Background: an optimization exercise with open tools, aiming at small area and a short achievable clock period. Do not read the settings as production practice. In this exercise RTL edits were held to simulation tests only and were not proved equivalent to the original. No activity file was given, so power comes from the tool's default toggle rates.

==> design/flow/design.v <==
`timescale 1ns / 1ps
module ALU(a,b,s,out);
input [7:0] a,b;
input [3:0] s;
output [7:0] out;
reg [7:0] out;
always@(*)
begin
	case(s)
	3'b000:
		out=a+b;
	3'b001:
		out=a-b;	
	3'b010:
		out=a*b;
	3'b011:
		out=(b==8'd0) ? 8'hff : a/b;
	3'b100:
		out=a&b;
	3'b101:
		out=a|b;
	3'b110:
		out=a^b;
	3'b111:
		out=~(a^b);
	default:
		out=8'd0;
	endcase 
end
endmodule
`timescale 1ns / 1ps
module alu_top(clk,a,b,s,out);
input clk;
input [7:0] a,b;
input [3:0] s;
output [7:0] out;
reg [7:0] a_q,b_q;
reg [3:0] s_q;
reg [7:0] out_q;
wire [7:0] alu_out;
ALU u_alu(.a(a_q),.b(b_q),.s(s_q),.out(alu_out));
always@(posedge clk)begin
	a_q<=a;
	b_q<=b;
	s_q<=s;
	out_q<=alu_out;
end
assign out=out_q;
endmodule
==> design/flow/run.sh <==
#!/bin/bash
# synth_recipe.tcl (not shown) runs the flow's synth.tcl, then flattens the netlist and writes it again
# the make line also repeats each setting of config.mk as NAME=value (left out here)
make -C /OpenROAD-flow-scripts/flow DESIGN_CONFIG=/design/flow/config.mk WORK_HOME=/design/flow/orfs CLKGATE_MAP_FILE= SYNTH_SCRIPT=/design/flow/synth_recipe.tcl finish
==> design/flow/config.mk <==
export PLATFORM = sky130hd
export DESIGN_NAME = alu_top
export DESIGN_NICKNAME = alu_top
export VERILOG_FILES = /design/flow/design.v
export SDC_FILE = /design/flow/constraint.sdc
export NUM_CORES = 4
export LEC_CHECK = 0
export CAP_MARGIN = 20
export CORE_MARGIN = 2
export CORE_UTILIZATION = 40
export SLEW_MARGIN = 20
==> design/flow/constraint.sdc <==
create_clock -name core_clock -period 10.5 [get_ports {clk}]
set_input_delay 2.1000 -clock core_clock [delete_from_list [all_inputs] [get_ports {clk}]]
set_output_delay 2.1000 -clock core_clock [all_outputs]
set_load 0.01 [all_outputs]
==> metrics.yaml <==
timing:
  setup_viol: 0
  skew_ns: 0.00398
  period_share: 0.944
  clock.fmax_mhz: 101
  relSlewSlack: 0.494
  fin_crit_ns: 9.91
  hold_violations: 0
  tightest_slew_ns: 0.748
  fin_ws_ns: 0.587
  rsz0062_at_grt: "no"
  finalMaxSlewViolations: 0
power_and_ir_drop:
  power.leakage_nw: 2.17
  peakVddDrop_mv: 0.0661
  power_density_mw_per_mm2: 106
status:
  outcome: "no timing/DRC/antenna violations"
critical_path:
  worst_path_max_delay_cell: "ha_2"
  crit_fanout: 9
  cp-end-kind: "flop"
  arrival_ns: 10.09
  slowest_delay_ns: 0.39
  worstSetupPathType: "flop to flop"
  crit_path_frequent_cell: "ha_1"
  required_ns: 10.68
  cp-start-kind: "flop"
yosys:
  yosysSeqAreaShare: 0.137
  synth_common_cells: "79 x ha_1, 57 x nor2_1, 44 x inv_1, 36 x nand2_1, 35 x o21ai_0"
  synth_edf_count: 0
  synth_area_leaders: "ha_1 24%, dfxtp_1 14%, xnor2_1 7.1%"
  synth_top_area_frac: 0.241
  postSynth.asyncResetShare: 0
  synth_top_area_cell: "ha_1"
  netlist_area_sq_mm: 0.00410
  synth_nets: 618
  avgSynthCellArea_sq_um: 8.12
  synth_cell_types: 54
  synthCells: 505
  synth_most_common_cell: "ha_1"
  yosys_warnings: 2
  ys.flop_type: "dfxtp_1"
  synth-seq-cells: 28
grt:
  grt_usage: 0.212
  overflow: 0
  antenna_found_initial: 0
  grt_max_degree: 27
  grt_pass1_wl_mm: 18.6
  grt_pass1_vias: 3679
hold_path:
  hp-class: "flop to flop"
clocking:
  numCtsBuffers: 3
  cts.sinks: 28
  cts_tree: "yes"
  htree_levels: 1
  cts_hold_buf: 0
  clkLatencyLatePin_ns: 0.28
  cts_root_buf: "clkbuf_8"
  clk_pin_slew_worst_paths_ns: 0.11
  clockBufferDepth: 2
floorplanning:
  core-area_sq_mm: 0.00986
  die_h_um: 105
  io_pins: 29
  initial_core_util: 0.416
  die_area_sq_mm: 0.0111
  row_count: 36
  die_x_um: 105
detailed_routing:
  route.detailed.drc: 0
  first_iter_violations: 222
  vias: 3721
  final_antenna_net_count: 0
  routed_wl_mm: 12.0
  drtPass1Iterations: 5
  vias_per_cell: 5.48
  avgRoutedWirePerCell_um: 17.6
placed_design:
  place_inst: 669
  dpl.hpwl_mm: 9.15
  portBuffers: 28
  place_congestion: 0.882
  dp_slack_ns: -0.247
cells_and_area:
  fin_nets: 660
  drive_gt1_frac: 0.117
  antenna_cells: 0
  layoutNonFillerInstCount: 679
  syn2layout_area_growth_pct: 17.2
job:
  cap_violations: 0
-- sequential cells by signal, summed over array words and instances, names as in the netlist --
signal and count:
a_q 8, s_q 4, b_q 8, out_q 8
-- cells by family after synthesis --
logic type	Yosys count	share of synthesized area
AO/OA/AOI/OAI	116	0.183
XOR/XNOR	45	0.0962
adder cells (fa/ha/maj)	92	0.305
buffers and inverters	64	0.0632
flip-flops	28	0.137
multiplexers	22	0.0598
AND/OR/NAND/NOR	138	0.156
-- critical path, delay by kind of cell, from the launching register on --
family                   cells  cell delay (ns)
multiplexers                 4             1.39
buffers and inverters        1             0.06
adder cells (fa/ha/maj)      7             2.23
AO/OA/AOI/OAI               26             4.76
flip-flops                   1             0.35
AND/OR/NAND/NOR              7             1.03
-- what timing repair did --
| action | CTS | global route |
|---|---|---|
| pin swaps | 1 | 6 |
| buffers inserted | 0 | 6 |
| gates resized for setup | 2 | 18 |
| setup endpoints to repair | 1 | 2 |
-- final timing paths --
check,startpoint,endpoint,slack (ns),cells past startpoint
hold / removal,s_q[3],out_q[7],0.68,1
hold reg to reg,s_q[3],out_q[7],0.68,1
setup / recovery,b_q[6],out_q[0],0.59,45
setup reg to reg,b_q[6],out_q[0],0.59,45
-- cell usage in the layout, fill, tap and decap left out, drive strengths merged, types with 5 or more instances in the layout --
master,netlist,final
xnor2,33,33
nor2b,6,6
dfxtp,28,28
o221ai,5,5
o21a,12,12
inv,44,44
o211ai,8,8
a21oi,26,26
mux2i,12,12
nor3,13,13
mux2,10,10
o21ai,36,36
fa,13,13
nor2,57,57
ha,79,79
xor2,12,12
clkdlybuf4s50,0,28
nand2,36,36
buf,5,28
-- power by group --
group          internal [W]   total, W  switching (W)
sequential         0.000115   0.000123     0.00000812
combinational      0.000139   0.000299       0.000160
clock             0.0000511  0.0000886      0.0000374
total              0.000305   0.000510       0.000205
-- routing by layer --
metal  GRT usage  vias up  wire length (um)
met5           0        -                 0
met2       0.357      107              5630
li1            -     1849                 -
met4      0.0476        0               151
met1       0.291     1754              5650
met3      0.0247       11               528
-- cell type report --
type                       count  area (sq um)
timing repair buffer          56           490
fill                         980          5060
inverter                      45           169
tap                          133           166
clock buffer                   3          41.3
multi-input combinational    413          3340
sequential                    28           562
clock inverter                 1          30.0
-- per-stage QoR --
step	setup TNS [ns]	power [W]	hold WS [ns]	utilization	cell area [sq um]
after global placement	0	0.000403	0.627	0.468	4620
after CTS	0	0.000500	0.690	0.477	4710
final	0	0.000510	0.678	0.487	4800
after floorplan	0	0.000329	0.575	-	4100
after global routing	0	0.000546	0.730	0.487	4800
after detailed placement	-0.247	0.000407	0.645	0.469	4630

re-timing with driven ports:
The flow's constraints put no driver on any port. The routed layout listed below was extracted and timed again, unchanged, in two steps. Step 1 (the two cells are an assumption about what drives the block):
set clk [get_ports {clk}]
set_driving_cell -lib_cell sky130_fd_sc_hd__clkbuf_16 $clk
set_driving_cell -lib_cell sky130_fd_sc_hd__buf_2 [delete_from_list [all_inputs] $clk]
Step 2, shift: input delay + t, output delay - t, t = (earliest + latest rising clock arrival at the registers) / 2. This alone moves slack from input paths to output paths. a / b / c = ideal ports / drivers / drivers and shift; a / b = the first two.
t, ns: 0.305
setup slack, ns: 0.587 / 0.587 / 0.587
latest minus earliest clock arrival (ns): 0.004 / 0.004
slew at the worst register clock pin (ns): 0.11 / 0.11
cell pins on the clock port's net: 1
After both steps setup and hold are still met in this run. For this run, drivers alone change the setup slack by 0.000 ns; drivers and shift together by 0.000 ns.
